What follows belongs to an exercise in optimizing a design on an open flow for small area and few clock cycles; a production flow would make more cautious choices.
The RTL was checked by simulation tests, not by an equivalence proof against the original design.

## flow/design.v (module list and top-level ports; edited modules follow where they fit)
// module cv32e40p_clock_gate: 8 lines
// module cv32e41s_sffr: 18 lines
// module cv32e41s_sffs: 18 lines
// module cv32e41s_alert: 35 lines
// module cv32e41s_alignment_buffer: 398 lines
// module cv32e41s_alu: 139 lines
// module cv32e41s_alu_b_cpop: 12 lines
// module cv32e41s_b_decoder: 289 lines
// module cv32e41s_clic_int_controller: 74 lines
// module cv32e41s_compressed_decoder: 284 lines
// module cv32e41s_controller: 161 lines
// module cv32e41s_controller_bypass: 160 lines
// module cv32e41s_controller_fsm: 771 lines
// module cv32e41s_cs_registers: 2767 lines
// module cv32e41s_csr: 70 lines
// module cv32e41s_data_obi_interface: 78 lines
// module cv32e41s_debug_triggers: 337 lines
// module cv32e41s_decoder: 190 lines
// module cv32e41s_div: 174 lines
// module cv32e41s_dummy_instr: 103 lines
// module cv32e41s_ex_stage: 282 lines
// module cv32e41s_ff_one: 52 lines
// module cv32e41s_i_decoder: 303 lines
// module cv32e41s_id_stage: 441 lines
// module cv32e41s_if_stage: 413 lines
// module cv32e41s_incore: 807 lines
// module cv32e41s_instr_obi_interface: 123 lines
// module cv32e41s_int_controller: 56 lines
// module cv32e41s_lfsr: 39 lines
// module cv32e41s_load_store_unit: 480 lines
// module cv32e41s_lsu_response_filter: 95 lines
// module cv32e41s_m_decoder: 87 lines
// module cv32e41s_mpu_test: 210 lines
// module cv32e41s_mpu_test_data: 210 lines
// module cv32e41s_mult: 134 lines
// module cv32e41s_obi_integrity_fifo: 104 lines
// module cv32e41s_pc_check: 125 lines
// module cv32e41s_pc_target: 31 lines
// module cv32e41s_pma: 63 lines
// module cv32e41s_pmp: 189 lines
// module cv32e41s_pmp_walker_64: 238 lines
// module cv32e41s_prefetch_unit: 100 lines
// module cv32e41s_prefetcher: 82 lines
// module cv32e41s_rchk_check: 22 lines
// module cv32e41s_register_file: 74 lines
// module cv32e41s_register_file_ecc: 42 lines
// module cv32e41s_register_file_wrapper: 46 lines
// module cv32e41s_sequencer: 248 lines
// module cv32e41s_sleep_unit: 44 lines
// module cv32e41s_wb_stage: 80 lines
// module cv32e41s_wpt: 85 lines
// module cv32e41s_write_buffer: 63 lines
// module cv32e41s_xpmp: 143 lines
module cv32e41s_incore 
#(
  parameter                             LIB                                     = 0,
  parameter logic RV32                                    = RV32I,
  parameter logic [1:0] B_EXT                                   = B_NONE,
  parameter logic [1:0] M_EXT                                   = M,
  parameter bit                         DEBUG                                   = 1,
  parameter logic [31:0]                DM_REGION_START                         = 32'hF0000000,
  parameter logic [31:0]                DM_REGION_END                           = 32'hF0003FFF,
  parameter int                         DBG_NUM_TRIGGERS                        = 1,
  parameter int                         PMA_NUM_REGIONS                         = 0,
  parameter logic [PMA_NUM_REGIONS*68-1:0]                   PMA_CFG            = '0,
  parameter bit                         CLIC                                    = 0,
  parameter int unsigned                CLIC_ID_WIDTH                           = 5,
  parameter int unsigned                CLIC_INTTHRESHBITS                      = 8,
  parameter int unsigned                PMP_GRANULARITY                         = 0,
  parameter int                         PMP_NUM_REGIONS                         = 0,
  parameter logic [PMP_NUM_REGIONS*8-1:0]                   PMP_PMPNCFG_RV     = '0,
  parameter logic [PMP_NUM_REGIONS*32-1:0]                PMP_PMPADDR_RV     = '0,
  // ...
==> flow/run.sh <==
#!/bin/bash
# synth_recipe.tcl (not shown) runs the flow's synth.tcl, then flattens the netlist and writes it again
# the make line also repeats each setting of config.mk as NAME=value (left out here)
make -C /OpenROAD-flow-scripts/flow DESIGN_CONFIG=/design/flow/config.mk WORK_HOME=/design/flow/orfs CLKGATE_MAP_FILE= SYNTH_SCRIPT=/design/flow/synth_recipe.tcl finish
==> flow/config.mk <==
export PLATFORM = sky130hd
export DESIGN_NAME = cv32e41s_incore
export DESIGN_NICKNAME = cv32e41s_incore
export VERILOG_FILES = /design/flow/design.v
export SDC_FILE = /design/flow/constraint.sdc
export NUM_CORES = 8
export LEC_CHECK = 0
export ABC_AREA = 1
export CAP_MARGIN = 25
export CORE_MARGIN = 2
export CORE_UTILIZATION = 40
export CTS_BUF_LIST = sky130_fd_sc_hd__clkbuf_4 sky130_fd_sc_hd__clkbuf_8
export CTS_CLUSTER_SIZE = 30
export SLEW_MARGIN = 25
==> flow/constraint.sdc <==
create_clock -name core_clock -period 20.0 [get_ports {clk_i}]
set_input_delay 4.0000 -clock core_clock [delete_from_list [all_inputs] [get_ports {clk_i}]]
set_output_delay 4.0000 -clock core_clock [all_outputs]
set_load 0.01 [all_outputs]
==> out/results.tsv, run 1 <==
metric	value	unit
drt_iter0_markers	27100	
dp_hpwl	730000	µm
drive_above_1_share	9.20	%
diodes	50	
gr-usage-met2	63.2	%
critPathLaunch	if_stage_i.if_id_pipe_o[147]	
whs_path_depth	2	
synth_edf_count	992	
ys_seq_elements	2441	
first_pass_iters	9	
critPathBufInv	10	
clock_buffers	677	
placed_cells	26400	
grt_max_degree	216	
end_kind	primary output	
vias	174000	
grt_pass1_vias	159000	
io_pins	747	
clockRootBuffer	clkbuf_8	
layout_common_cells	nand2_1, o21ai_0, inv_1, a21oi_1, dfrtp_1	
htree_levels	5	
outcome	complete, no violations	
seq_area_frac_synth	39.2	%
buf_share	5.26	%
clock_sink_count	2441	
clk_pin_slew_worst_paths	0.07	ns
Testbench counts, summed over its fixed seeds: cycles 1,166,485.
==> module cv32e41s_alignment_buffer, before the edit <==
module cv32e41s_alignment_buffer 
#(
  parameter int unsigned ALBUF_DEPTH     = 3,
  parameter int unsigned ALBUF_CNT_WIDTH = $clog2(ALBUF_DEPTH)
)
(
  input  logic           clk,
  input  logic           rst_n,
  input  ctrl_fsm_t      ctrl_fsm_i,
  input privlvlctrl_t    priv_lvl_ctrl_i,
  input  logic [31:0]    branch_addr_i,
  output logic           prefetch_busy_o,
  input xsecure_ctrl_t   xsecure_ctrl_i,
  output logic           one_txn_pend_n,
  input  logic           mpu_if_trie_fault_i,
  input  logic           mpu_lsu_trie_fault_i,
  output logic           fetch_valid_o,
  input  logic           fetch_ready_i,
  output logic           fetch_branch_o,
  output logic [31:0]    fetch_branch_addr_o,
  output logic           fetch_ptr_access_o,
  input  logic           fetch_ptr_access_i,
  output privlvl_t       fetch_priv_lvl_o,
  input  privlvl_t       fetch_priv_lvl_i,
  input  logic           resp_valid_i,
  input  inst_resp_t     resp_i,
  output logic                       instr_valid_o,
  input  logic                       instr_ready_i,
  output inst_resp_t                 instr_instr_o,
  output logic [31:0]                instr_addr_o,
  output privlvl_t                   instr_priv_lvl_o,
  output logic                       instr_is_clic_ptr_o,  
  output logic                       instr_is_mret_ptr_o,  
  output logic                       instr_is_tbljmp_ptr_o,
  output logic [ALBUF_CNT_WIDTH-1:0] outstnd_cnt_q_o,
  output logic           protocol_err_o
);
  logic [ALBUF_CNT_WIDTH:0] instr_cnt_n, instr_cnt_q;
  logic [ALBUF_CNT_WIDTH-1:0] outstanding_cnt_n, outstanding_cnt_q;
  logic outstanding_count_up;
  logic outstanding_count_down;
  logic [1:0] n_incoming_ins;
  logic pop_q;
  logic [1:0] n_pushed_ins;
  logic aligned_n, aligned_q;
  logic complete_n, complete_q;
  logic [1:0] n_flush_n, n_flush_q, n_flush_branch;
  logic bus_err_unaligned, bus_err;
  mpu_status_e mpu_status_unaligned, mpu_status;
  logic resp_valid_gated;
  privlvl_t instr_priv_lvl_q;
  logic is_clic_ptr_q;
  logic is_mret_ptr_q;
  logic is_tbljmp_ptr_q;
  logic ptr_fetch_accepted_q;
  assign resp_valid_gated = (n_flush_q > 0) ? 1'b0 : resp_valid_i;
  assign n_pushed_ins = n_incoming_ins;
  assign fetch_valid_o = (ctrl_fsm_i.instr_req )                                     &&
                         (outstanding_cnt_q < 2)                                     &&
                         !(ptr_fetch_accepted_q && !ctrl_fsm_i.pc_set)               &&  
                         (((instr_cnt_q - pop_q) == 'd0)                             ||
                         ((instr_cnt_q - pop_q) == 'd1 && outstanding_cnt_q == 2'd0) ||
                         ctrl_fsm_i.pc_set);
  assign prefetch_busy_o = (outstanding_cnt_q != 3'b000)|| fetch_valid_o;
  assign one_txn_pend_n = outstanding_cnt_n == ALBUF_CNT_WIDTH'(1);
  assign fetch_branch_o = ctrl_fsm_i.pc_set;
  assign fetch_branch_addr_o = {branch_addr_i[31:1], 1'b0};
  logic [ALBUF_DEPTH-1:0][41:0]  resp_q;   
  inst_resp_t resp_q_at_rptr;
  assign resp_q_at_rptr = resp_q[rptr];
  inst_resp_t resp_q_at_rptr2;
  assign resp_q_at_rptr2 = resp_q[rptr2];
  logic [ALBUF_DEPTH-1:0]        valid_n,   valid_int,   valid_q;
  inst_resp_t resp_n;
  logic [ALBUF_CNT_WIDTH-1:0] rptr, rptr_n;
  logic [ALBUF_CNT_WIDTH-1:0] rptr2;
  logic [ALBUF_CNT_WIDTH-1:0] wptr, wptr_n;
  logic             [31:0]  addr_n, addr_q, addr_incr;
  logic             [31:0]  instr, instr_unaligned;
  logic                     valid, valid_unaligned_uncompressed;
  logic                     aligned_is_compressed, unaligned_is_compressed;
  logic [1:0]  rchk_enable;              
  logic        rchk_err_q0;              
  logic        rchk_err_q1;              
  logic        integrity_err;            
  logic        integrity_err_unaligned;  
  assign instr        = (valid_q[rptr]) ? resp_q_at_rptr.bus_resp.rdata : resp_i.bus_resp.rdata;
  assign bus_err      = (valid_q[rptr]) ? resp_q_at_rptr.bus_resp.err   : resp_i.bus_resp.err;
  assign mpu_status   = (valid_q[rptr]) ? resp_q_at_rptr.mpu_status     : resp_i.mpu_status;
  assign integrity_err = (valid_q[rptr]) ? (rchk_err_q0 || resp_q_at_rptr.bus_resp.integrity_err) : (resp_i.bus_resp.integrity_err);
  assign instr_unaligned = (valid_q[rptr2]) ? {resp_q_at_rptr2.bus_resp.rdata[15:0], instr[31:16]} : {resp_i.bus_resp.rdata[15:0], instr[31:16]};
  assign valid_unaligned_uncompressed = (valid_q[rptr2] || (valid_q[rptr] && resp_valid_gated));
  assign valid = valid_q[rptr] || resp_valid_gated;
  assign unaligned_is_compressed = (instr[17:16] != 2'b11) &&
                                   !(instr_is_clic_ptr_o || instr_is_mret_ptr_o || instr_is_tbljmp_ptr_o);
  assign aligned_is_compressed   = (instr[1:0] != 2'b11) &&
                                   !(instr_is_clic_ptr_o || instr_is_mret_ptr_o || instr_is_tbljmp_ptr_o);
  assign rchk_enable[0] = xsecure_ctrl_i.cpuctrl.integrity;
  assign rchk_enable[1] = xsecure_ctrl_i.cpuctrl.integrity;
  cv32e41s_rchk_check
  rchk_0_i
  (
    .resp_i   (resp_q_at_rptr.bus_resp),
    .enable_i (rchk_enable),
    .err_o    (rchk_err_q0)
  );
  cv32e41s_rchk_check
  rchk_1_i
  (
    .resp_i   (resp_q_at_rptr2.bus_resp),
    .enable_i (rchk_enable),
    .err_o    (rchk_err_q1)
  );
  always_comb begin
    mpu_status_unaligned = MPU_OK;
    bus_err_unaligned = 1'b0;
    integrity_err_unaligned = 1'b0;
    if(valid_q[rptr2]) begin
      if(!unaligned_is_compressed) begin
        if((resp_q_at_rptr2.mpu_status != MPU_OK) || (resp_q_at_rptr.mpu_status != MPU_OK)) begin
          mpu_status_unaligned = MPU_RE_FAULT;
        end
        bus_err_unaligned = (resp_q_at_rptr2.bus_resp.err || resp_q_at_rptr.bus_resp.err);
        integrity_err_unaligned = ((resp_q_at_rptr2.bus_resp.integrity_err || rchk_err_q1) || (resp_q_at_rptr.bus_resp.integrity_err || rchk_err_q0));
      end else begin
        mpu_status_unaligned = resp_q_at_rptr.mpu_status;
        bus_err_unaligned    = resp_q_at_rptr.bus_resp.err;
        integrity_err_unaligned    = resp_q_at_rptr.bus_resp.integrity_err || rchk_err_q0;
      end
    end else begin
      if(valid_q[rptr]) begin
        if(!unaligned_is_compressed) begin
          if((resp_q_at_rptr.mpu_status != MPU_OK) || (resp_i.mpu_status != MPU_OK)) begin
            mpu_status_unaligned = MPU_RE_FAULT;
          end
          bus_err_unaligned = (resp_q_at_rptr.bus_resp.err || resp_i.bus_resp.err);
          integrity_err_unaligned = ((resp_q_at_rptr.bus_resp.integrity_err || rchk_err_q0) || (resp_i.bus_resp.integrity_err));
        end else begin
          mpu_status_unaligned = resp_q_at_rptr.mpu_status;
          bus_err_unaligned = resp_q_at_rptr.bus_resp.err;
          integrity_err_unaligned = resp_q_at_rptr.bus_resp.integrity_err || rchk_err_q0;
        end
      end else begin
        mpu_status_unaligned = resp_i.mpu_status;
        bus_err_unaligned    = resp_i.bus_resp.err;
        integrity_err_unaligned = resp_i.bus_resp.integrity_err;
      end
    end
  end
  always_comb
  begin
    instr_instr_o.bus_resp.rdata         = instr;
    instr_instr_o.bus_resp.err           = bus_err;
    instr_instr_o.mpu_status             = mpu_status;
    instr_instr_o.bus_resp.rchk          = '0;           
    instr_instr_o.bus_resp.integrity_err = integrity_err;
    instr_instr_o.bus_resp.integrity     = 1'b0;         
    instr_valid_o = 1'b0;
    if (ctrl_fsm_i.kill_if) begin
      instr_valid_o = 1'b0;
    end else if (instr_addr_o[1]) begin
      instr_instr_o.bus_resp.rdata         = instr_unaligned;
      instr_instr_o.bus_resp.err           = bus_err_unaligned;
      instr_instr_o.mpu_status             = mpu_status_unaligned;
      instr_instr_o.bus_resp.integrity_err = integrity_err_unaligned;
      if (!valid) begin
        instr_valid_o = 1'b0;
      end else if (instr_is_clic_ptr_o || instr_is_mret_ptr_o || instr_is_tbljmp_ptr_o) begin
        instr_valid_o = valid;
      end else if (unaligned_is_compressed) begin
        instr_valid_o = valid;
      end else begin
        instr_valid_o = valid_unaligned_uncompressed;
      end
    end else begin
      instr_valid_o = valid;
    end
  end
  always_comb
  begin
    resp_n     = resp_q[wptr];
    valid_int  = valid_q;
    wptr_n     = wptr;
    if (resp_valid_gated) begin
      wptr_n   = wptr < (ALBUF_DEPTH-1) ? wptr + ALBUF_CNT_WIDTH'(1) : ALBUF_CNT_WIDTH'(0);
      resp_n   = resp_i;
      resp_n.bus_resp.rchk      = '0;
      resp_n.bus_resp.integrity = 1'b0;
      valid_int[wptr] = 1'b1;
    end  
  end  
  assign addr_incr = add32_rc({addr_q[31:2], 2'b00}, 32'h4, 1'b0);
  always_comb
  begin
    addr_n     = addr_q;
    valid_n    = valid_int;
    rptr_n     = rptr;
    if (addr_q[1]) begin
      if (unaligned_is_compressed) begin
        addr_n = {addr_incr[31:2], 2'b00};
      end else begin
        addr_n = {addr_incr[31:2], 2'b10};
      end
      rptr_n = rptr < (ALBUF_DEPTH-1) ? rptr + ALBUF_CNT_WIDTH'(1) : ALBUF_CNT_WIDTH'(0);
    end else begin
      if (aligned_is_compressed) begin
        addr_n = {addr_q[31:2], 2'b10};
      end else begin
        addr_n = {addr_incr[31:2], 2'b00};
        rptr_n = rptr < (ALBUF_DEPTH-1) ? rptr + ALBUF_CNT_WIDTH'(1) : ALBUF_CNT_WIDTH'(0);
      end
    end
    if (instr_valid_o && instr_ready_i) begin
      if (addr_q[1] || (!addr_q[1] && (!aligned_is_compressed))) begin
        valid_n[rptr] = 1'b0;
      end
    end
  end
  assign rptr2 = (rptr < (ALBUF_DEPTH-1)) ? rptr + ALBUF_CNT_WIDTH'(1) : ALBUF_CNT_WIDTH'(0);
  always_comb begin
    instr_cnt_n = instr_cnt_q;
    n_flush_branch = outstanding_cnt_q;
    if(ctrl_fsm_i.kill_if) begin
      instr_cnt_n = 'd0;
      if(resp_valid_i) begin
        n_flush_branch = (outstanding_cnt_q != 0) ? outstanding_cnt_q - 2'd1 : outstanding_cnt_q;
      end
    end else begin
      instr_cnt_n = instr_cnt_q + n_pushed_ins - (pop_q ? ALBUF_CNT_WIDTH'(1) : ALBUF_CNT_WIDTH'(0));
    end
  end
  assign outstanding_count_up   = fetch_valid_o && fetch_ready_i;     
  assign outstanding_count_down = resp_valid_i;                    
  always_comb begin
    outstanding_cnt_n = outstanding_cnt_q;
    case ({outstanding_count_up, outstanding_count_down})
      2'b00 : begin
        outstanding_cnt_n = outstanding_cnt_q;
      end
      2'b01 : begin
        outstanding_cnt_n = (outstanding_cnt_q != 0) ? outstanding_cnt_q - 1'b1 : outstanding_cnt_q;
      end
      2'b10 : begin
        outstanding_cnt_n = outstanding_cnt_q + 1'b1;
      end
      2'b11 : begin
        outstanding_cnt_n = outstanding_cnt_q;
      end
      default;
    endcase
  end
  always_comb begin
    aligned_n = aligned_q;
    complete_n = complete_q;
    n_incoming_ins = 2'd0;
    if(ctrl_fsm_i.pc_set) begin
      aligned_n = !branch_addr_i[1];
      complete_n = branch_addr_i[1];
    end else begin
      if(resp_valid_gated) begin
        if(aligned_q) begin
          if(resp_i.bus_resp.rdata[1:0] == 2'b11) begin
            n_incoming_ins = 2'd1;
          end else begin
            if(resp_i.bus_resp.rdata[17:16] == 2'b11) begin
              n_incoming_ins = 2'd1;
              aligned_n = 1'b0;
              complete_n = 1'b0;
            end else begin
              n_incoming_ins = 2'd2;
              aligned_n = 1'b1;
              complete_n = 1'b1;
            end
          end
        end else begin
          if(complete_q) begin
            if(resp_i.bus_resp.rdata[17:16] == 2'b11) begin
              n_incoming_ins = 2'd0;
              aligned_n = 1'b0;
              complete_n = 1'b0;
            end else begin
              n_incoming_ins = 2'd1;
              aligned_n = 1'b1;
              complete_n = 1'b1;
            end
          end else begin
            if(resp_i.bus_resp.rdata[17:16] == 2'b11) begin
              n_incoming_ins = 2'd1;
              aligned_n = 1'b0;
              complete_n = 1'b0;
            end else begin
              n_incoming_ins = 2'd2;
              aligned_n = 1'b1;
              complete_n = 1'b1;
            end  
          end  
        end  
      end  
    end  
  end  
  always_comb
  begin
    n_flush_n = n_flush_q;
    if(ctrl_fsm_i.pc_set) begin
      n_flush_n = n_flush_branch;
    end else begin
      if(resp_valid_i && (n_flush_q > 0)) begin
        n_flush_n = n_flush_q - 2'b01;
      end
    end
  end
  always_ff @(posedge clk, negedge rst_n)
  begin
    if(rst_n == 1'b0)
    begin
      addr_q            <= '0;
      resp_q            <= INST_RESP_RESET_VAL;
      valid_q           <= '0;
      aligned_q         <= 1'b0;
      complete_q        <= 1'b0;
      n_flush_q         <= 'd0;
      instr_cnt_q       <= 'd0;
      outstanding_cnt_q <= 'd0;
      rptr              <= 'd0;
      wptr              <= 'd0;
      pop_q             <= 1'b0;
      is_clic_ptr_q     <= 1'b0;
      is_mret_ptr_q     <= 1'b0;
      is_tbljmp_ptr_q   <= 1'b0;
      ptr_fetch_accepted_q  <= 1'b0;
    end
    else
    begin
      if (ctrl_fsm_i.kill_if) begin
        valid_q <= '0;
      end else begin
        if (resp_valid_gated) begin
          resp_q[wptr] <= resp_n;
        end
        if((instr_valid_o && instr_ready_i) || resp_valid_gated) begin
          valid_q <= valid_n;
        end
      end
      if (ctrl_fsm_i.pc_set) begin
        addr_q  <= branch_addr_i;        
        wptr <= 'd0;
        rptr <= 'd0;
        is_clic_ptr_q <= ctrl_fsm_i.pc_set_clicv && (ctrl_fsm_i.pc_mux == PC_TRAP_CLICV);
        is_mret_ptr_q <= ctrl_fsm_i.pc_set_clicv && (ctrl_fsm_i.pc_mux == PC_MRET);  
        is_tbljmp_ptr_q <= ctrl_fsm_i.pc_set_tbljmp;
      end else begin
        if (resp_valid_gated) begin
          wptr <= wptr_n;
        end
        if(instr_valid_o && instr_ready_i) begin
          addr_q <= addr_n;
          rptr   <= rptr_n;
          is_clic_ptr_q     <= 1'b0;
          is_mret_ptr_q     <= 1'b0;
          is_tbljmp_ptr_q   <= 1'b0;
        end
      end
      if(fetch_valid_o && fetch_ready_i && fetch_ptr_access_i) begin
        ptr_fetch_accepted_q <= 1'b1;
      end else begin
        if(ctrl_fsm_i.pc_set) begin
          ptr_fetch_accepted_q <= 1'b0;
        end
      end
      pop_q <= (instr_valid_o && instr_ready_i);
      aligned_q <= aligned_n;
      complete_q <= complete_n;
      n_flush_q <= (mpu_if_trie_fault_i | mpu_lsu_trie_fault_i) ? '0 : n_flush_n;
      instr_cnt_q <= (mpu_if_trie_fault_i | mpu_lsu_trie_fault_i) ? '0 :instr_cnt_n;
      outstanding_cnt_q <= (mpu_if_trie_fault_i | mpu_lsu_trie_fault_i) ? '0 : outstanding_cnt_n;
    end
  end
  assign outstnd_cnt_q_o = outstanding_cnt_q;
  assign instr_addr_o = addr_q;
  always_ff @(posedge clk, negedge rst_n) begin
    if (!rst_n) begin
      instr_priv_lvl_q <= PRIV_LVL_M;
    end
    else begin
      if (priv_lvl_ctrl_i.priv_lvl_set) begin
        instr_priv_lvl_q <= priv_lvl_ctrl_i.priv_lvl;
      end
    end
  end
  assign instr_is_clic_ptr_o   = is_clic_ptr_q;
  assign instr_is_mret_ptr_o   = is_mret_ptr_q;
  assign instr_is_tbljmp_ptr_o = is_tbljmp_ptr_q;
  assign fetch_ptr_access_o = (ctrl_fsm_i.pc_set && (ctrl_fsm_i.pc_set_clicv || ctrl_fsm_i.pc_set_tbljmp));
  assign protocol_err_o = resp_valid_i && !(|outstanding_cnt_q);
  assign fetch_priv_lvl_o = priv_lvl_ctrl_i.priv_lvl_set ? priv_lvl_ctrl_i.priv_lvl:
                            instr_priv_lvl_q;
  assign instr_priv_lvl_o = fetch_priv_lvl_i;
endmodule
==> run 2, diff against run 1 <==
--- a/flow/design.v
+++ b/flow/design.v
@@ -1801,22 +1801,27 @@
     if(ctrl_fsm_i.pc_set) begin
       n_flush_n = n_flush_branch;
     end else begin
       if(resp_valid_i && (n_flush_q > 0)) begin
         n_flush_n = n_flush_q - 2'b01;
       end
     end
   end
+  always_ff @(posedge clk)
+  begin
+    if (!ctrl_fsm_i.kill_if && resp_valid_gated) begin
+      resp_q[wptr] <= resp_n;
+    end
+  end
   always_ff @(posedge clk, negedge rst_n)
   begin
     if(rst_n == 1'b0)
     begin
       addr_q            <= '0;
-      resp_q            <= INST_RESP_RESET_VAL;
       valid_q           <= '0;
       aligned_q         <= 1'b0;
       complete_q        <= 1'b0;
       n_flush_q         <= 'd0;
       instr_cnt_q       <= 'd0;
       outstanding_cnt_q <= 'd0;
       rptr              <= 'd0;
       wptr              <= 'd0;
@@ -1826,19 +1831,16 @@
       is_tbljmp_ptr_q   <= 1'b0;
       ptr_fetch_accepted_q  <= 1'b0;
     end
     else
     begin
       if (ctrl_fsm_i.kill_if) begin
         valid_q <= '0;
       end else begin
-        if (resp_valid_gated) begin
-          resp_q[wptr] <= resp_n;
-        end
         if((instr_valid_o && instr_ready_i) || resp_valid_gated) begin
           valid_q <= valid_n;
         end
       end
       if (ctrl_fsm_i.pc_set) begin
         addr_q  <= branch_addr_i;        
         wptr <= 'd0;
         rptr <= 'd0;
@@ -7377,34 +7379,29 @@
   assign remainder_d = remainder_en ? add_out     : remainder_q;
   assign divisor_d   = divisor_en   ? divisor_mux : divisor_q;
   assign quotient_d  = init_en      ? '0                                            :
                        quotient_en  ? {quotient_q[$high(quotient_q)-1:0], comp_out} :
                        quotient_q;
   always_ff @(posedge clk, negedge rst_n) begin : p_regs
     if (rst_n == 1'b0) begin
        state       <= DIV_IDLE;
-       remainder_q <= '0;
-       divisor_q   <= '0;
-       quotient_q  <= '0;
-       cnt_q       <= '0;
-       div_rem_q   <= 1'b0;
-       comp_inv_q  <= 1'b0;
-       res_inv_q   <= 1'b0;
     end else begin
        state       <= next_state;
-       remainder_q <= remainder_d;
-       divisor_q   <= divisor_d;
-       quotient_q  <= quotient_d;
-       cnt_q       <= cnt_d;
-       div_rem_q   <= div_rem_d;
-       comp_inv_q  <= comp_inv_d;
-       res_inv_q   <= res_inv_d;
     end
   end
+  always_ff @(posedge clk) begin : p_data_regs
+     remainder_q <= remainder_d;
+     divisor_q   <= divisor_d;
+     quotient_q  <= quotient_d;
+     cnt_q       <= cnt_d;
+     div_rem_q   <= div_rem_d;
+     comp_inv_q  <= comp_inv_d;
+     res_inv_q   <= res_inv_d;
+  end
 endmodule
 module cv32e41s_dummy_instr
   #()
   (input  logic          clk,
    input  logic          rst_n,
    input  logic          instr_issued_i,
    input  logic          first_op_nondummy_i,
    input  logic          ptr_in_if_i,
@@ -7676,101 +7673,114 @@
          );
     end
     else begin: no_mul
       assign mul_result = 32'h0;
       assign mul_ready  = 1'b1;
       assign mul_valid  = 1'b0;
     end
   endgenerate
+  ex_wb_pipe_t ex_wb_pipe_q;
   always_ff @(posedge clk, negedge rst_n)
   begin : EX_WB_PIPE_REGISTERS
     if (rst_n == 1'b0)
     begin
-      ex_wb_pipe_o.instr_valid        <= 1'b0;
-      ex_wb_pipe_o.rf_we              <= 1'b0;
-      ex_wb_pipe_o.rf_waddr           <= '0;
-      ex_wb_pipe_o.rf_wdata           <= 32'b0;
-      ex_wb_pipe_o.pc                 <= 32'h0;
-      ex_wb_pipe_o.instr              <= INST_RESP_RESET_VAL;
-      ex_wb_pipe_o.instr_meta         <= '0;
-      ex_wb_pipe_o.illegal_insn       <= 1'b0;
-      ex_wb_pipe_o.alu_jmp_qual       <= 1'b0;
-      ex_wb_pipe_o.alu_bch_qual       <= 1'b0;
-      ex_wb_pipe_o.alu_bch_taken_qual <= 1'b0;
-      ex_wb_pipe_o.sys_en             <= 1'b0;
-      ex_wb_pipe_o.sys_dret_insn      <= 1'b0;
-      ex_wb_pipe_o.sys_ebrk_insn      <= 1'b0;
-      ex_wb_pipe_o.sys_ecall_insn     <= 1'b0;
-      ex_wb_pipe_o.sys_fence_insn     <= 1'b0;
-      ex_wb_pipe_o.sys_fencei_insn    <= 1'b0;
-      ex_wb_pipe_o.sys_mret_insn      <= 1'b0;
-      ex_wb_pipe_o.sys_wfi_insn       <= 1'b0;
-      ex_wb_pipe_o.sys_wfe_insn       <= 1'b0;
-      ex_wb_pipe_o.trigger_match      <= '0;
-      ex_wb_pipe_o.lsu_en             <= 1'b0;
-      ex_wb_pipe_o.csr_en             <= 1'b0;
-      ex_wb_pipe_o.csr_op             <= CSR_OP_READ;
-      ex_wb_pipe_o.csr_addr           <= 12'h000;
-      ex_wb_pipe_o.csr_wdata          <= 32'h00000000;
-      ex_wb_pipe_o.csr_mnxti_access   <= 1'b0;
-      ex_wb_pipe_o.first_op           <= 1'b0;
-      ex_wb_pipe_o.last_op            <= 1'b0;
-      ex_wb_pipe_o.last_sec_op        <= 1'b0;
-      ex_wb_pipe_o.abort_op           <= 1'b0;
-      ex_wb_pipe_o.priv_lvl           <= PRIV_LVL_M;
+      ex_wb_pipe_q.instr_valid        <= 1'b0;
+      ex_wb_pipe_q.rf_we              <= 1'b0;
+      ex_wb_pipe_q.rf_waddr           <= '0;
+      ex_wb_pipe_q.instr              <= INST_RESP_RESET_VAL;
+      ex_wb_pipe_q.instr_meta         <= '0;
+      ex_wb_pipe_q.illegal_insn       <= 1'b0;
+      ex_wb_pipe_q.alu_jmp_qual       <= 1'b0;
+      ex_wb_pipe_q.alu_bch_qual       <= 1'b0;
+      ex_wb_pipe_q.alu_bch_taken_qual <= 1'b0;
+      ex_wb_pipe_q.sys_en             <= 1'b0;
+      ex_wb_pipe_q.sys_dret_insn      <= 1'b0;
+      ex_wb_pipe_q.sys_ebrk_insn      <= 1'b0;
+      ex_wb_pipe_q.sys_ecall_insn     <= 1'b0;
+      ex_wb_pipe_q.sys_fence_insn     <= 1'b0;
+      ex_wb_pipe_q.sys_fencei_insn    <= 1'b0;
+      ex_wb_pipe_q.sys_mret_insn      <= 1'b0;
+      ex_wb_pipe_q.sys_wfi_insn       <= 1'b0;
+      ex_wb_pipe_q.sys_wfe_insn       <= 1'b0;
+      ex_wb_pipe_q.trigger_match      <= '0;
+      ex_wb_pipe_q.lsu_en             <= 1'b0;
+      ex_wb_pipe_q.csr_en             <= 1'b0;
+      ex_wb_pipe_q.csr_op             <= CSR_OP_READ;
+      ex_wb_pipe_q.csr_mnxti_access   <= 1'b0;
+      ex_wb_pipe_q.first_op           <= 1'b0;
+      ex_wb_pipe_q.last_op            <= 1'b0;
+      ex_wb_pipe_q.last_sec_op        <= 1'b0;
+      ex_wb_pipe_q.abort_op           <= 1'b0;
+      ex_wb_pipe_q.priv_lvl           <= PRIV_LVL_M;
     end
     else
     begin
       if (ex_valid_o && wb_ready_i) begin
-        ex_wb_pipe_o.instr_valid <= 1'b1;
-        ex_wb_pipe_o.priv_lvl    <= id_ex_pipe_i.priv_lvl;
-        ex_wb_pipe_o.last_op     <= last_op_o;
-        ex_wb_pipe_o.last_sec_op <= id_ex_pipe_i.last_sec_op;
-        ex_wb_pipe_o.first_op    <= first_op_o;
-        ex_wb_pipe_o.abort_op    <= id_ex_pipe_i.abort_op;  
-        ex_wb_pipe_o.rf_we       <= (csr_illegal_i || lsu_split_i) ? 1'b0 : id_ex_pipe_i.rf_we;
-        ex_wb_pipe_o.lsu_en      <= id_ex_pipe_i.lsu_en;
+        ex_wb_pipe_q.instr_valid <= 1'b1;
+        ex_wb_pipe_q.priv_lvl    <= id_ex_pipe_i.priv_lvl;
+        ex_wb_pipe_q.last_op     <= last_op_o;
+        ex_wb_pipe_q.last_sec_op <= id_ex_pipe_i.last_sec_op;
+        ex_wb_pipe_q.first_op    <= first_op_o;
+        ex_wb_pipe_q.abort_op    <= id_ex_pipe_i.abort_op;  
+        ex_wb_pipe_q.rf_we       <= (csr_illegal_i || lsu_split_i) ? 1'b0 : id_ex_pipe_i.rf_we;
+        ex_wb_pipe_q.lsu_en      <= id_ex_pipe_i.lsu_en;
         if (id_ex_pipe_i.rf_we) begin
-          ex_wb_pipe_o.rf_waddr <= id_ex_pipe_i.rf_waddr;
-          if (!id_ex_pipe_i.lsu_en) begin
-            ex_wb_pipe_o.rf_wdata <= rf_wdata_o;
-          end
+          ex_wb_pipe_q.rf_waddr <= id_ex_pipe_i.rf_waddr;
         end
-        ex_wb_pipe_o.alu_jmp_qual       <= id_ex_pipe_i.alu_jmp && id_ex_pipe_i.alu_en;
-        ex_wb_pipe_o.alu_bch_qual       <= id_ex_pipe_i.alu_bch && id_ex_pipe_i.alu_en;
-        ex_wb_pipe_o.alu_bch_taken_qual <= id_ex_pipe_i.alu_bch && id_ex_pipe_i.alu_en && branch_decision_o;
-        ex_wb_pipe_o.csr_en     <= csr_illegal_i ? 1'b0 : id_ex_pipe_i.csr_en;
+        ex_wb_pipe_q.alu_jmp_qual       <= id_ex_pipe_i.alu_jmp && id_ex_pipe_i.alu_en;
+        ex_wb_pipe_q.alu_bch_qual       <= id_ex_pipe_i.alu_bch && id_ex_pipe_i.alu_en;
+        ex_wb_pipe_q.alu_bch_taken_qual <= id_ex_pipe_i.alu_bch && id_ex_pipe_i.alu_en && branch_decision_o;
+        ex_wb_pipe_q.csr_en     <= csr_illegal_i ? 1'b0 : id_ex_pipe_i.csr_en;
         if (id_ex_pipe_i.csr_en) begin
-          ex_wb_pipe_o.csr_addr         <= id_ex_pipe_i.alu_operand_b[11:0];
-          ex_wb_pipe_o.csr_wdata        <= id_ex_pipe_i.alu_operand_a;
-          ex_wb_pipe_o.csr_op           <= id_ex_pipe_i.csr_op;
-          ex_wb_pipe_o.csr_mnxti_access <= csr_mnxti_read_i;
-        end
-        ex_wb_pipe_o.pc             <= id_ex_pipe_i.pc;
-        ex_wb_pipe_o.instr          <= id_ex_pipe_i.instr;
-        ex_wb_pipe_o.instr_meta     <= id_ex_pipe_i.instr_meta;
-        ex_wb_pipe_o.sys_en            <= id_ex_pipe_i.sys_en;
+          ex_wb_pipe_q.csr_op           <= id_ex_pipe_i.csr_op;
+          ex_wb_pipe_q.csr_mnxti_access <= csr_mnxti_read_i;
+        end
+        ex_wb_pipe_q.instr          <= id_ex_pipe_i.instr;
+        ex_wb_pipe_q.instr_meta     <= id_ex_pipe_i.instr_meta;
+        ex_wb_pipe_q.sys_en            <= id_ex_pipe_i.sys_en;
         if (id_ex_pipe_i.sys_en) begin
-          ex_wb_pipe_o.sys_dret_insn   <= id_ex_pipe_i.sys_dret_insn;
-          ex_wb_pipe_o.sys_ebrk_insn   <= id_ex_pipe_i.sys_ebrk_insn;
-          ex_wb_pipe_o.sys_ecall_insn  <= id_ex_pipe_i.sys_ecall_insn;
-          ex_wb_pipe_o.sys_fence_insn  <= id_ex_pipe_i.sys_fence_insn;
-          ex_wb_pipe_o.sys_fencei_insn <= id_ex_pipe_i.sys_fencei_insn;
-          ex_wb_pipe_o.sys_mret_insn   <= id_ex_pipe_i.sys_mret_insn;
-          ex_wb_pipe_o.sys_wfi_insn    <= id_ex_pipe_i.sys_wfi_insn;
-          ex_wb_pipe_o.sys_wfe_insn    <= id_ex_pipe_i.sys_wfe_insn;
+          ex_wb_pipe_q.sys_dret_insn   <= id_ex_pipe_i.sys_dret_insn;
+          ex_wb_pipe_q.sys_ebrk_insn   <= id_ex_pipe_i.sys_ebrk_insn;
+          ex_wb_pipe_q.sys_ecall_insn  <= id_ex_pipe_i.sys_ecall_insn;
+          ex_wb_pipe_q.sys_fence_insn  <= id_ex_pipe_i.sys_fence_insn;
+          ex_wb_pipe_q.sys_fencei_insn <= id_ex_pipe_i.sys_fencei_insn;
+          ex_wb_pipe_q.sys_mret_insn   <= id_ex_pipe_i.sys_mret_insn;
+          ex_wb_pipe_q.sys_wfi_insn    <= id_ex_pipe_i.sys_wfi_insn;
+          ex_wb_pipe_q.sys_wfe_insn    <= id_ex_pipe_i.sys_wfe_insn;
         end
-        ex_wb_pipe_o.illegal_insn   <= id_ex_pipe_i.illegal_insn || csr_illegal_i;
-        ex_wb_pipe_o.trigger_match  <= id_ex_pipe_i.trigger_match;
+        ex_wb_pipe_q.illegal_insn   <= id_ex_pipe_i.illegal_insn || csr_illegal_i;
+        ex_wb_pipe_q.trigger_match  <= id_ex_pipe_i.trigger_match;
       end else if (wb_ready_i) begin
-        ex_wb_pipe_o.instr_valid <= 1'b0;
+        ex_wb_pipe_q.instr_valid <= 1'b0;
       end
     end
   end
+  logic [31:0] dq_rf_wdata, dq_pc, dq_csr_wdata;
+  logic [11:0] dq_csr_addr;
+  always_ff @(posedge clk)
+  begin : EX_WB_PIPE_DATA
+    if (ex_valid_o && wb_ready_i) begin
+      if (id_ex_pipe_i.rf_we && !id_ex_pipe_i.lsu_en) begin
+        dq_rf_wdata <= rf_wdata_o;
+      end
+      if (id_ex_pipe_i.csr_en) begin
+        dq_csr_addr  <= id_ex_pipe_i.alu_operand_b[11:0];
+        dq_csr_wdata <= id_ex_pipe_i.alu_operand_a;
+      end
+      dq_pc <= id_ex_pipe_i.pc;
+    end
+  end
+  always_comb begin
+    ex_wb_pipe_o           = ex_wb_pipe_q;
+    ex_wb_pipe_o.rf_wdata  = dq_rf_wdata;
+    ex_wb_pipe_o.pc        = dq_pc;
+    ex_wb_pipe_o.csr_addr  = dq_csr_addr;
+    ex_wb_pipe_o.csr_wdata = dq_csr_wdata;
+  end
   assign lsu_valid_o = lsu_en_gated;
   assign lsu_ready_o = wb_ready_i;
   assign alu_valid = 1'b1;
   assign alu_ready = wb_ready_i;
   assign csr_valid = 1'b1;
   assign csr_ready = wb_ready_i;
   assign sys_valid = 1'b1;
   assign sys_ready = wb_ready_i;
@@ -8401,147 +8411,172 @@
     .imm_b_mux_sel_o                 ( imm_b_mux_sel             ),
     .op_c_mux_sel_o                  ( op_c_mux_sel              ),
     .bch_jmp_mux_sel_o               ( bch_jmp_mux_sel           ),
     .ctrl_fsm_i                      ( ctrl_fsm_i                ),
     .tbljmp_first_i                  ( tbljmp_first              )
   );
   assign rf_re_o        = rf_re;
   assign rf_we          = rf_we_dec;
+  id_ex_pipe_t id_ex_pipe_q;
   always_ff @(posedge clk, negedge rst_n)
   begin : ID_EX_PIPE_REGISTERS
     if (rst_n == 1'b0)
     begin
-      id_ex_pipe_o.instr_valid            <= 1'b0;
-      id_ex_pipe_o.alu_en                 <= 1'b0;
-      id_ex_pipe_o.alu_bch                <= 1'b0;
-      id_ex_pipe_o.alu_jmp                <= 1'b0;
-      id_ex_pipe_o.alu_operator           <= ALU_SLTU;
-      id_ex_pipe_o.alu_operand_a          <= 32'b0;  
-      id_ex_pipe_o.alu_operand_b          <= 32'b0;
-      id_ex_pipe_o.operand_c              <= 32'b0;
-      id_ex_pipe_o.mul_en                 <= 1'b0;
-      id_ex_pipe_o.mul_operator           <= MUL_M32;
-      id_ex_pipe_o.mul_signed_mode        <= 2'b0;
-      id_ex_pipe_o.div_en                 <= 1'b0;
-      id_ex_pipe_o.div_operator           <= DIV_DIVU;
-      id_ex_pipe_o.muldiv_operand_a       <= 32'b0;
-      id_ex_pipe_o.muldiv_operand_b       <= 32'b0;
-      id_ex_pipe_o.csr_en                 <= 1'b0;
-      id_ex_pipe_o.csr_op                 <= CSR_OP_READ;
-      id_ex_pipe_o.lsu_en                 <= 1'b0;
-      id_ex_pipe_o.lsu_we                 <= 1'b0;
-      id_ex_pipe_o.lsu_size               <= 2'b0;
-      id_ex_pipe_o.lsu_sext               <= 1'b0;
-      id_ex_pipe_o.sys_en                <= 1'b0;
-      id_ex_pipe_o.sys_dret_insn         <= 1'b0;
-      id_ex_pipe_o.sys_ebrk_insn         <= 1'b0;
-      id_ex_pipe_o.sys_ecall_insn        <= 1'b0;
-      id_ex_pipe_o.sys_fence_insn        <= 1'b0;
-      id_ex_pipe_o.sys_fencei_insn       <= 1'b0;
-      id_ex_pipe_o.sys_mret_insn         <= 1'b0;
-      id_ex_pipe_o.sys_wfi_insn          <= 1'b0;
-      id_ex_pipe_o.sys_wfe_insn          <= 1'b0;
-      id_ex_pipe_o.priv_lvl               <= PRIV_LVL_M;
-      id_ex_pipe_o.illegal_insn           <= 1'b0;
-      id_ex_pipe_o.rf_we                  <= 1'b0;
-      id_ex_pipe_o.rf_waddr               <= '0;
-      id_ex_pipe_o.pc_next                <= 32'b0;
-      id_ex_pipe_o.pc                     <= 32'b0;
-      id_ex_pipe_o.instr                  <= INST_RESP_RESET_VAL;
-      id_ex_pipe_o.instr_meta             <= '0;
-      id_ex_pipe_o.trigger_match          <= '0;
-      id_ex_pipe_o.first_op               <= 1'b0;
-      id_ex_pipe_o.last_op                <= 1'b0;
-      id_ex_pipe_o.last_sec_op            <= 1'b0;
-      id_ex_pipe_o.abort_op               <= 1'b0;
+      id_ex_pipe_q.instr_valid            <= 1'b0;
+      id_ex_pipe_q.alu_en                 <= 1'b0;
+      id_ex_pipe_q.alu_bch                <= 1'b0;
+      id_ex_pipe_q.alu_jmp                <= 1'b0;
+      id_ex_pipe_q.alu_operator           <= ALU_SLTU;
+      id_ex_pipe_q.mul_en                 <= 1'b0;
+      id_ex_pipe_q.mul_operator           <= MUL_M32;
+      id_ex_pipe_q.mul_signed_mode        <= 2'b0;
+      id_ex_pipe_q.div_en                 <= 1'b0;
+      id_ex_pipe_q.div_operator           <= DIV_DIVU;
+      id_ex_pipe_q.muldiv_operand_a       <= 32'b0;
+      id_ex_pipe_q.muldiv_operand_b       <= 32'b0;
+      id_ex_pipe_q.csr_en                 <= 1'b0;
+      id_ex_pipe_q.csr_op                 <= CSR_OP_READ;
+      id_ex_pipe_q.lsu_en                 <= 1'b0;
+      id_ex_pipe_q.lsu_we                 <= 1'b0;
+      id_ex_pipe_q.lsu_size               <= 2'b0;
+      id_ex_pipe_q.lsu_sext               <= 1'b0;
+      id_ex_pipe_q.sys_en                <= 1'b0;
+      id_ex_pipe_q.sys_dret_insn         <= 1'b0;
+      id_ex_pipe_q.sys_ebrk_insn         <= 1'b0;
+      id_ex_pipe_q.sys_ecall_insn        <= 1'b0;
+      id_ex_pipe_q.sys_fence_insn        <= 1'b0;
+      id_ex_pipe_q.sys_fencei_insn       <= 1'b0;
+      id_ex_pipe_q.sys_mret_insn         <= 1'b0;
+      id_ex_pipe_q.sys_wfi_insn          <= 1'b0;
+      id_ex_pipe_q.sys_wfe_insn          <= 1'b0;
+      id_ex_pipe_q.priv_lvl               <= PRIV_LVL_M;
+      id_ex_pipe_q.illegal_insn           <= 1'b0;
+      id_ex_pipe_q.rf_we                  <= 1'b0;
+      id_ex_pipe_q.rf_waddr               <= '0;
+      id_ex_pipe_q.instr                  <= INST_RESP_RESET_VAL;
+      id_ex_pipe_q.instr_meta             <= '0;
+      id_ex_pipe_q.trigger_match          <= '0;
+      id_ex_pipe_q.first_op               <= 1'b0;
+      id_ex_pipe_q.last_op                <= 1'b0;
+      id_ex_pipe_q.last_sec_op            <= 1'b0;
+      id_ex_pipe_q.abort_op               <= 1'b0;
     end else begin
       if (id_valid_o && ex_ready_i) begin
-        id_ex_pipe_o.priv_lvl     <= if_id_pipe_i.priv_lvl;
-        id_ex_pipe_o.instr_valid  <= 1'b1;
-        id_ex_pipe_o.last_op      <= last_op_o;
-        id_ex_pipe_o.last_sec_op  <= last_sec_op;
-        id_ex_pipe_o.first_op     <= first_op_o;
-        id_ex_pipe_o.abort_op     <= abort_op_o;
+        id_ex_pipe_q.priv_lvl     <= if_id_pipe_i.priv_lvl;
+        id_ex_pipe_q.instr_valid  <= 1'b1;
+        id_ex_pipe_q.last_op      <= last_op_o;
+        id_ex_pipe_q.last_sec_op  <= last_sec_op;
+        id_ex_pipe_q.first_op     <= first_op_o;
+        id_ex_pipe_q.abort_op     <= abort_op_o;
         if (alu_op_a_mux_sel != OP_A_NONE) begin
-          id_ex_pipe_o.alu_operand_a        <= operand_a;                
         end else if (mul_en || div_en) begin
-          id_ex_pipe_o.alu_operand_a        <= operand_a_fw;             
         end
         if (alu_op_b_mux_sel != OP_B_NONE) begin
-          id_ex_pipe_o.alu_operand_b        <= operand_b;                
         end else if (mul_en || div_en) begin
-          id_ex_pipe_o.alu_operand_b        <= operand_b_fw;
         end
         if (op_c_mux_sel != OP_C_NONE)
         begin
-          id_ex_pipe_o.operand_c            <= operand_c;                
         end
-        id_ex_pipe_o.alu_en                 <= alu_en;
+        id_ex_pipe_q.alu_en                 <= alu_en;
         if (alu_en) begin                                                
-          id_ex_pipe_o.alu_bch              <= alu_bch;
-          id_ex_pipe_o.alu_jmp              <= alu_jmp;
+          id_ex_pipe_q.alu_bch              <= alu_bch;
+          id_ex_pipe_q.alu_jmp              <= alu_jmp;
         end
         if (alu_en || div_en) begin                                      
-          id_ex_pipe_o.alu_operator         <= alu_operator;
+          id_ex_pipe_q.alu_operator         <= alu_operator;
         end
-        id_ex_pipe_o.div_en                 <= div_en;
+        id_ex_pipe_q.div_en                 <= div_en;
         if (div_en) begin
-          id_ex_pipe_o.div_operator         <= div_operator;
+          id_ex_pipe_q.div_operator         <= div_operator;
         end
-        id_ex_pipe_o.mul_en                 <= mul_en;
+        id_ex_pipe_q.mul_en                 <= mul_en;
         if (mul_en) begin
-          id_ex_pipe_o.mul_operator         <= mul_operator;
-          id_ex_pipe_o.mul_signed_mode      <= mul_signed_mode;
+          id_ex_pipe_q.mul_operator         <= mul_operator;
+          id_ex_pipe_q.mul_signed_mode      <= mul_signed_mode;
         end
-        id_ex_pipe_o.csr_en                 <= csr_en;
+        id_ex_pipe_q.csr_en                 <= csr_en;
         if (csr_en) begin
-          id_ex_pipe_o.csr_op               <= csr_op;
+          id_ex_pipe_q.csr_op               <= csr_op;
         end
-        id_ex_pipe_o.lsu_en                 <= lsu_en;
+        id_ex_pipe_q.lsu_en                 <= lsu_en;
         if (lsu_en) begin
-          id_ex_pipe_o.lsu_we               <= lsu_we;
-          id_ex_pipe_o.lsu_size             <= lsu_size;
-          id_ex_pipe_o.lsu_sext             <= lsu_sext;
+          id_ex_pipe_q.lsu_we               <= lsu_we;
+          id_ex_pipe_q.lsu_size             <= lsu_size;
+          id_ex_pipe_q.lsu_sext             <= lsu_sext;
         end
-        id_ex_pipe_o.sys_en                 <= sys_en;
+        id_ex_pipe_q.sys_en                 <= sys_en;
         if (sys_en) begin
-          id_ex_pipe_o.sys_dret_insn        <= sys_dret_insn;
-          id_ex_pipe_o.sys_ebrk_insn        <= sys_ebrk_insn;
-          id_ex_pipe_o.sys_ecall_insn       <= sys_ecall_insn;
-          id_ex_pipe_o.sys_fence_insn       <= sys_fence_insn;
-          id_ex_pipe_o.sys_fencei_insn      <= sys_fencei_insn;
-          id_ex_pipe_o.sys_mret_insn        <= sys_mret_insn;
-          id_ex_pipe_o.sys_wfi_insn         <= sys_wfi_insn;
-          id_ex_pipe_o.sys_wfe_insn         <= sys_wfe_insn;
+          id_ex_pipe_q.sys_dret_insn        <= sys_dret_insn;
+          id_ex_pipe_q.sys_ebrk_insn        <= sys_ebrk_insn;
+          id_ex_pipe_q.sys_ecall_insn       <= sys_ecall_insn;
+          id_ex_pipe_q.sys_fence_insn       <= sys_fence_insn;
+          id_ex_pipe_q.sys_fencei_insn      <= sys_fencei_insn;
+          id_ex_pipe_q.sys_mret_insn        <= sys_mret_insn;
+          id_ex_pipe_q.sys_wfi_insn         <= sys_wfi_insn;
+          id_ex_pipe_q.sys_wfe_insn         <= sys_wfe_insn;
         end
-        id_ex_pipe_o.illegal_insn           <= illegal_insn;
-        id_ex_pipe_o.rf_we                  <= rf_we;
+        id_ex_pipe_q.illegal_insn           <= illegal_insn;
+        id_ex_pipe_q.rf_we                  <= rf_we;
         if (rf_we) begin
-          id_ex_pipe_o.rf_waddr             <= rf_waddr;
+          id_ex_pipe_q.rf_waddr             <= rf_waddr;
         end
-        id_ex_pipe_o.pc                     <= if_id_pipe_i.pc;
-        id_ex_pipe_o.instr_meta             <= if_id_pipe_i.instr_meta;
+        id_ex_pipe_q.instr_meta             <= if_id_pipe_i.instr_meta;
         if (alu_en && alu_bch) begin
-          id_ex_pipe_o.pc_next              <= pc_next;
         end
         if (if_id_pipe_i.instr_meta.compressed) begin
-          id_ex_pipe_o.instr.bus_resp.rdata         <= {16'h0, if_id_pipe_i.compressed_instr};
-          id_ex_pipe_o.instr.bus_resp.err           <= if_id_pipe_i.instr.bus_resp.err;
-          id_ex_pipe_o.instr.bus_resp.integrity_err <= if_id_pipe_i.instr.bus_resp.integrity_err;
-          id_ex_pipe_o.instr.mpu_status             <= if_id_pipe_i.instr.mpu_status;
+          id_ex_pipe_q.instr.bus_resp.rdata         <= {16'h0, if_id_pipe_i.compressed_instr};
+          id_ex_pipe_q.instr.bus_resp.err           <= if_id_pipe_i.instr.bus_resp.err;
+          id_ex_pipe_q.instr.bus_resp.integrity_err <= if_id_pipe_i.instr.bus_resp.integrity_err;
+          id_ex_pipe_q.instr.mpu_status             <= if_id_pipe_i.instr.mpu_status;
         end else begin
-          id_ex_pipe_o.instr                <= if_id_pipe_i.instr;
+          id_ex_pipe_q.instr                <= if_id_pipe_i.instr;
         end
-        id_ex_pipe_o.trigger_match          <= if_id_pipe_i.trigger_match;
+        id_ex_pipe_q.trigger_match          <= if_id_pipe_i.trigger_match;
       end else if (ex_ready_i) begin
-        id_ex_pipe_o.instr_valid            <= 1'b0;
+        id_ex_pipe_q.instr_valid            <= 1'b0;
+      end
+    end
+  end
+  logic [31:0] dq_alu_operand_a, dq_alu_operand_b, dq_operand_c, dq_pc_next, dq_pc;
+  always_ff @(posedge clk)
+  begin : ID_EX_PIPE_DATA
+    if (id_valid_o && ex_ready_i) begin
+      if (alu_op_a_mux_sel != OP_A_NONE) begin
+        dq_alu_operand_a <= operand_a;
+      end else if (mul_en || div_en) begin
+        dq_alu_operand_a <= operand_a_fw;
+      end
+      if (alu_op_b_mux_sel != OP_B_NONE) begin
+        dq_alu_operand_b <= operand_b;
+      end else if (mul_en || div_en) begin
+        dq_alu_operand_b <= operand_b_fw;
+      end
+      dq_pc <= if_id_pipe_i.pc;
+      if (alu_en && alu_bch) begin
+        dq_pc_next <= pc_next;
       end
     end
   end
+  always_ff @(posedge clk, negedge rst_n)
+  begin : ID_EX_PIPE_OPC
+    if (rst_n == 1'b0) begin
+      dq_operand_c <= 32'b0;
+    end else if (id_valid_o && ex_ready_i && (op_c_mux_sel != OP_C_NONE)) begin
+      dq_operand_c <= operand_c;
+    end
+  end
+  always_comb begin
+    id_ex_pipe_o               = id_ex_pipe_q;
+    id_ex_pipe_o.alu_operand_a = dq_alu_operand_a;
+    id_ex_pipe_o.alu_operand_b = dq_alu_operand_b;
+    id_ex_pipe_o.operand_c     = dq_operand_c;
+    id_ex_pipe_o.pc_next       = dq_pc_next;
+    id_ex_pipe_o.pc            = dq_pc;
+  end
   generate
     if (SECURE) begin : secure_ctrl_flow
       logic jmp_bch_insn;
       logic [MULTI_OP_CNT_WIDTH-1:0] multi_op_cnt;
       assign jmp_bch_insn = ((alu_jmp || alu_bch) && alu_en) || (sys_mret_insn && sys_en);
       assign last_sec_op = (jmp_bch_insn && xsecure_ctrl_i.cpuctrl.pc_hardening) ? (multi_op_cnt == JMP_BCH_CYCLES - 1)
                                                                                  : 1'b1;
       assign first_sec_op = (jmp_bch_insn && xsecure_ctrl_i.cpuctrl.pc_hardening) ? (multi_op_cnt == '0) : 1'b1;
@@ -8854,68 +8889,83 @@
     instr_meta_n.dummy         = dummy_insert;
     instr_meta_n.hint          = dummy_insert ? 1'b0 : instr_hint;     
     instr_meta_n.compressed    = if_id_pipe_o.instr_meta.compressed;
     instr_meta_n.clic_ptr      = prefetch_is_clic_ptr;
     instr_meta_n.mret_ptr      = prefetch_is_mret_ptr;
     instr_meta_n.tbljmp        = if_id_pipe_o.instr_meta.tbljmp;
     instr_meta_n.pushpop       = if_id_pipe_o.instr_meta.pushpop;
   end
+  if_id_pipe_t if_id_pipe_q;
   always_ff @(posedge clk, negedge rst_n)
   begin : IF_ID_PIPE_REGISTERS
     if (rst_n == 1'b0) begin
-      if_id_pipe_o.instr_valid      <= 1'b0;
-      if_id_pipe_o.instr            <= INST_RESP_RESET_VAL;
-      if_id_pipe_o.instr_meta       <= '0;
-      if_id_pipe_o.pc               <= '0;
-      if_id_pipe_o.illegal_c_insn   <= 1'b0;
-      if_id_pipe_o.compressed_instr <= '0;
-      if_id_pipe_o.priv_lvl         <= PRIV_LVL_M;
-      if_id_pipe_o.trigger_match    <= '0;
-      if_id_pipe_o.ptr              <= '0;
-      if_id_pipe_o.last_op          <= 1'b0;
-      if_id_pipe_o.first_op         <= 1'b0;
-      if_id_pipe_o.abort_op         <= 1'b0;
+      if_id_pipe_q.instr_valid      <= 1'b0;
+      if_id_pipe_q.instr            <= INST_RESP_RESET_VAL;
+      if_id_pipe_q.instr_meta       <= '0;
+      if_id_pipe_q.illegal_c_insn   <= 1'b0;
+      if_id_pipe_q.priv_lvl         <= PRIV_LVL_M;
+      if_id_pipe_q.trigger_match    <= '0;
+      if_id_pipe_q.last_op          <= 1'b0;
+      if_id_pipe_q.first_op         <= 1'b0;
+      if_id_pipe_q.abort_op         <= 1'b0;
     end else begin
       if (if_valid_o && id_ready_i) begin
-        if_id_pipe_o.instr_valid      <= 1'b1;
-        if_id_pipe_o.instr_meta       <= instr_meta_n;
-        if_id_pipe_o.illegal_c_insn   <= (seq_valid || dummy_insert) ? 1'b0 : illegal_c_insn;
-        if_id_pipe_o.priv_lvl         <= prefetch_priv_lvl;
-        if_id_pipe_o.trigger_match    <= dummy_insert ? 1'b0 : trigger_match_i;
-        if_id_pipe_o.last_op          <= last_op_o;
-        if_id_pipe_o.first_op         <= first_op;
-        if_id_pipe_o.abort_op         <= abort_op_o;
+        if_id_pipe_q.instr_valid      <= 1'b1;
+        if_id_pipe_q.instr_meta       <= instr_meta_n;
+        if_id_pipe_q.illegal_c_insn   <= (seq_valid || dummy_insert) ? 1'b0 : illegal_c_insn;
+        if_id_pipe_q.priv_lvl         <= prefetch_priv_lvl;
+        if_id_pipe_q.trigger_match    <= dummy_insert ? 1'b0 : trigger_match_i;
+        if_id_pipe_q.last_op          <= last_op_o;
+        if_id_pipe_q.first_op         <= first_op;
+        if_id_pipe_q.abort_op         <= abort_op_o;
         if (!prefetch_is_tbljmp_ptr) begin
-          if(prefetch_is_mret_ptr ?
-             (instr_decompressed.bus_resp.err || (instr_decompressed.mpu_status != MPU_OK)) :
-             1'b1) begin
-            if_id_pipe_o.pc                    <= pc_if_o;
-          end
-          if_id_pipe_o.instr_meta.compressed <= dummy_insert ? 1'b0 : instr_compressed;
-          if_id_pipe_o.instr_meta.tbljmp     <= dummy_insert ? 1'b0 : seq_tbljmp;
-          if_id_pipe_o.instr_meta.pushpop    <= dummy_insert ? 1'b0 : seq_pushpop;
-          if (instr_compressed) begin
-            if_id_pipe_o.compressed_instr    <= prefetch_instr.bus_resp.rdata[15:0];
-          end
+          if_id_pipe_q.instr_meta.compressed <= dummy_insert ? 1'b0 : instr_compressed;
+          if_id_pipe_q.instr_meta.tbljmp     <= dummy_insert ? 1'b0 : seq_tbljmp;
+          if_id_pipe_q.instr_meta.pushpop    <= dummy_insert ? 1'b0 : seq_pushpop;
         end
         if (ptr_in_if_o) begin
-          if_id_pipe_o.ptr                <= instr_decompressed.bus_resp.rdata;
-          if_id_pipe_o.instr.bus_resp.err           <= instr_decompressed.bus_resp.err;
-          if_id_pipe_o.instr.mpu_status             <= instr_decompressed.mpu_status;
-          if_id_pipe_o.instr.bus_resp.integrity_err <= instr_decompressed.bus_resp.integrity_err;
+          if_id_pipe_q.instr.bus_resp.err           <= instr_decompressed.bus_resp.err;
+          if_id_pipe_q.instr.mpu_status             <= instr_decompressed.mpu_status;
+          if_id_pipe_q.instr.bus_resp.integrity_err <= instr_decompressed.bus_resp.integrity_err;
         end else begin
-          if_id_pipe_o.instr          <= dummy_insert ? dummy_instr :
+          if_id_pipe_q.instr          <= dummy_insert ? dummy_instr :
                                          seq_valid    ? seq_instr   : instr_decompressed;
         end
       end else if (id_ready_i) begin
-        if_id_pipe_o.instr_valid      <= 1'b0;
+        if_id_pipe_q.instr_valid      <= 1'b0;
       end
     end
   end
+  logic [31:0] dq_pc, dq_ptr;
+  logic [15:0] dq_compressed_instr;
+  always_ff @(posedge clk)
+  begin : IF_ID_PIPE_DATA
+    if (if_valid_o && id_ready_i) begin
+      if (!prefetch_is_tbljmp_ptr) begin
+        if(prefetch_is_mret_ptr ?
+           (instr_decompressed.bus_resp.err || (instr_decompressed.mpu_status != MPU_OK)) :
+           1'b1) begin
+          dq_pc <= pc_if_o;
+        end
+        if (instr_compressed) begin
+          dq_compressed_instr <= prefetch_instr.bus_resp.rdata[15:0];
+        end
+      end
+      if (ptr_in_if_o) begin
+        dq_ptr <= instr_decompressed.bus_resp.rdata;
+      end
+    end
+  end
+  always_comb begin
+    if_id_pipe_o                  = if_id_pipe_q;
+    if_id_pipe_o.pc               = dq_pc;
+    if_id_pipe_o.compressed_instr = dq_compressed_instr;
+    if_id_pipe_o.ptr              = dq_ptr;
+  end
   cv32e41s_compressed_decoder
   #(
       .ZC_EXT ( ZC_EXT ),
       .B_EXT  ( B_EXT  ),
       .M_EXT  ( M_EXT  )
   )
   compressed_decoder_i
   (
==> flow/flow/run.sh (new file) <==
#!/bin/bash
# Layout flow: the standard flow (standard synthesis, floorplan, placement, routing) with
# - clock tree synthesis without dummy loads, with larger sink clusters driven by
#   clkbuf_4/8/16 cells (fewer clock buffers),
# - the buffers placed on the ports made of the smallest buffer cell.
# Full tool output goes to flow_standard.log in the work folder (ORFS also keeps its
# per-step logs under orfs/logs/).
set -euo pipefail
export CTS_ARGS="-sink_clustering_enable -repair_clock_nets -dont_use_dummy_load -buf_list {sky130_fd_sc_hd__clkbuf_4 sky130_fd_sc_hd__clkbuf_8 sky130_fd_sc_hd__clkbuf_16} -sink_clustering_size 20 -sink_clustering_max_diameter 170"
export BUFFER_PORTS_ARGS="-buffer_cell sky130_fd_sc_hd__buf_1"
bash standard.sh finish > flow_standard.log 2>&1
==> flow/standard.sh (new file) <==
#!/bin/bash
# synth_recipe.tcl (not shown) runs the flow's synth.tcl, then flattens the netlist and writes it again
# the make line also repeats each setting of config.mk as NAME=value (left out here)
make -C /OpenROAD-flow-scripts/flow DESIGN_CONFIG=/design/flow/config.mk WORK_HOME=/design/flow/orfs CLKGATE_MAP_FILE= SYNTH_SCRIPT=/design/flow/synth_recipe.tcl "${@:-finish}"
==> flow/config.mk (replaced) <==
export PLATFORM = sky130hd
export DESIGN_NAME = cv32e41s_incore
export DESIGN_NICKNAME = cv32e41s_incore
export VERILOG_FILES = /design/flow/design.v
export SDC_FILE = /design/flow/constraint.sdc
export NUM_CORES = 8
export LEC_CHECK = 0
export ABC_AREA = 1
export CAP_MARGIN = 25
export CORE_MARGIN = 2
export CORE_UTILIZATION = 40
export SLEW_MARGIN = 25
removed: flow/run.sh
==> out/results.tsv, run 2 <==
metric	value	unit	change
outcome	complete, no violations		unchanged
critPathSlowestCell	dfrtp_4		was nor2_1
crit_fanout	70		was 34
chipWidth	650	µm	was 653 µm
timing.final.crit_share	84.2	%	was 86.9%
grt_pass1_vias	151000		was 159000
netlist_area	167000	µm²	was 169000 µm²
rows	237		was 238
setup_viol	0		unchanged
initial_core_util	40.1	%	was 40.2%
yosysWarningCount	347		unchanged
cp-start-kind	flop		unchanged
hold_violations	0		unchanged
syn_inst	20200		was 21200
timing.slew.headroom	11.7	%	was 8.85%
clock_sink_count	2441		unchanged
whs_path_depth	0		was 2
dieArea	422000	µm²	was 427000 µm²
grt_max_degree	152		was 216
fin_crit	16.84	ns	was 17.37 ns
cpPeakStageDelay	0.84	ns	was 0.75 ns
first_pass_iters	10		was 9
numCtsBuffers	146		was 446
seq_area_frac_synth	41.0	%	was 39.2%
clockRootBuffer	clkbuf_16		was clkbuf_8
hp-class	reg2reg		unchanged
reg2reg_depth	43		was 45
drive_above_1_share	6.03	%	was 9.20%
synth_area_leader_cell	edfxtp_1		was dfrtp_1
insertion_delay	1.00	ns	was 1.28 ns
final_cell_area	179000	µm²	was 191000 µm²
clk_pin_slew_worst_paths	0.11	ns	was 0.07 ns
tightest_slew	1.32	ns	was 1.36 ns
worstPathArrival	12.84	ns	was 13.37 ns
synth-main-ff-cell	edfxtp_1		was dfrtp_1
fillers	42000		was 42300
maxCapViolCount	0		unchanged
io_pins	747		unchanged
htree_levels	4		was 5
r2r-start	ex_stage_i.div.div_i.state[0]		unchanged
vias	166000		was 174000
r2r_slack	3.80	ns	was 4.35 ns
place_ws	3.81	ns	about the same
syn_area_per_cell	8.24	µm²	was 7.97 µm²
multi_input_area	85600	µm²	was 89300 µm²
clock_path_buffers	4		unchanged
synth.area.top_cells	edfxtp_1, dfrtp_1, o21ai_0		was dfrtp_1, edfxtp_1, o21ai_0
timing.fmax	59.4	MHz	was 57.6 MHz
layout_common_cells	nand2_1, o21ai_0, inv_1, edfxtp_1, a21oi_1		was nand2_1, o21ai_0, inv_1, a21oi_1, dfrtp_1
hold-path-endpoint	ex_stage_i.dq_pc[9]		was if_stage_i.instruction_obi_i.obi_a_req_q[19]
drt_iter0_markers	26900		was 27100
postLayoutCoreUtil	43.1	%	was 45.4%
core	416000	µm²	was 420000 µm²
end_kind	primary output		unchanged
nets	21500		was 22700
ys_top_cells_by_count	nand2_1, o21ai_0, inv_1		unchanged
synth_edf_count	1486		was 992
dp_hpwl	661000	µm	was 730000 µm
antenna_found_initial	111		was 109
ys_seq_elements	2441		unchanged
layout_commonest_cell	nand2_1		unchanged
synthArstFlopShare	37.8	%	was 59.4%
reg_top3	register_file_wrapper_i.register_file_i.mem_q: 992 flops, cs_registers_i.mhpmcounter_blk: 128 flops, if_stage_i.prefetch_unit_i.alignment_buffer_i.resp_q: 126 flops		was register_file_wrapper_i.register_file_i.mem_q: 992 flops, id_stage_i.id_ex_pipe_o: 209 flops, ex_stage_i.ex_wb_pipe_o: 139 flops
regMostFlops	register_file_wrapper_i.register_file_i.mem_q		unchanged
finalWeightedCongestion	1.08		about the same
hold_slack	0.456	ns	was 0.466 ns
track_usage	41.3	%	was 44.7%
wire_per_inst	35.3	µm	was 36.3 µm
run 2: changes by cell type after synthesis, moves of 107 or more:
cell,change
dfrtp_1,-524
edfxtp_1,+494
o21ai_0,-465
nand2_1,-328
nor2_1,+139
nand3_1,-121
inv_1,-107
run 2: final cells by class:
type	count	area share (%)
inverters	2112	4.44
clock buffers	146	2.04
flip-flops and latches	2441	38.2
multi-input cells	14300	47.8
diodes	55	0.0768
well taps	5497	3.84
repair buffers	1087	3.64
run 2: stage by stage:
step,std cells
5_1_grt,25600
3_3_place_gp,25400
6_report,25600
2_1_floorplan,20300
3_5_place_dp,25400
4_1_cts,25600
run 2: worst max path at each step:
stage | to | from | cells past startpoint
floorplan | ex_stage_i.div.div_i.remainder_q[0] | ex_stage_i.div.div_i.state[0] | 41
global placement | data_reqpar_o | debug_req_i | 29
detailed placement | data_reqpar_o | debug_req_i | 29
CTS | instr_reqpar_o | if_stage_i.if_id_pipe_q[150] | 54
global route | instr_reqpar_o | if_stage_i.if_id_pipe_q[150] | 54
finish | instr_reqpar_o | if_stage_i.if_id_pipe_q[150] | 54
run 2: kinds of logic (layout without fill, tap and decap cells):
kind of cell | Yosys count | after routing | synth area share, %
compound gates | 6604 | 6604 | 23.5
simple gates | 5925 | 5925 | 14.5
buf+inv | 3576 | 3345 | 8.54
flops | 2441 | 2441 | 41.0
fa+ha+maj | 934 | 934 | 8.35
xor+xnor | 671 | 671 | 3.53
mux | 86 | 86 | 0.518
other cells | 2 | 136 | 0.00451
run 2: worst max-delay path: cells and delay by family, from the launching register on:
kind	cells	cell delay, ns
flip-flops	1	0.84
adder cells (fa/ha/maj)	1	0.22
AND/OR/NAND/NOR	27	3.21
buffers and inverters	9	2.88
AO/OA/AOI/OAI	16	4.36
XOR/XNOR	1	0.27
run 2: metal layers:
| metal | share of wire [%] | wire [µm] | global-route usage (%) | up-vias |
|---|---|---|---|---|
| li1 | - | - | - | 70200 |
| met1 | 38 | 348000 | 54.7 | 81300 |
| met2 | 41 | 374000 | 59.7 | 11900 |
| met3 | 13 | 114000 | 11.0 | 2235 |
| met4 | 7.6 | 69200 | 25.6 | 48 |
| met5 | 0.036 | 325 | 0 | - |
Testbench counts of run 2, summed over its fixed seeds: cycles 1,166,485.

## static timing again, ports no longer ideal
The results above use ideal ports. As a check the final layouts listed here were re-extracted and re-timed, cells and wires unchanged. Step 1 sets driving cells, clkbuf_16 on the clock port and buf_2 on the other inputs (assumed; they add their load-dependent delay and slew). Step 2 also shifts input and output timing later by t, the mid clock arrival at the registers, as if the neighbouring blocks saw the same clock. Slacks: no drivers / after step 1 / after step 2; pairs: no drivers / after step 1.
run | t, ns | setup WS [ns] | worst register clock-pin slew, ns | worst slew at a driven data input, ns | cell pins on the clock port's net
run 1 | 1.297 | 2.627 / 2.513 / 3.492 | 0.08 / 0.08 | 0.20 | 1
run 2 | 1.041 | 3.157 / 3.028 / 3.384 | 0.12 / 0.12 | 0.16 | 1
After both steps every run listed still meets setup and hold.
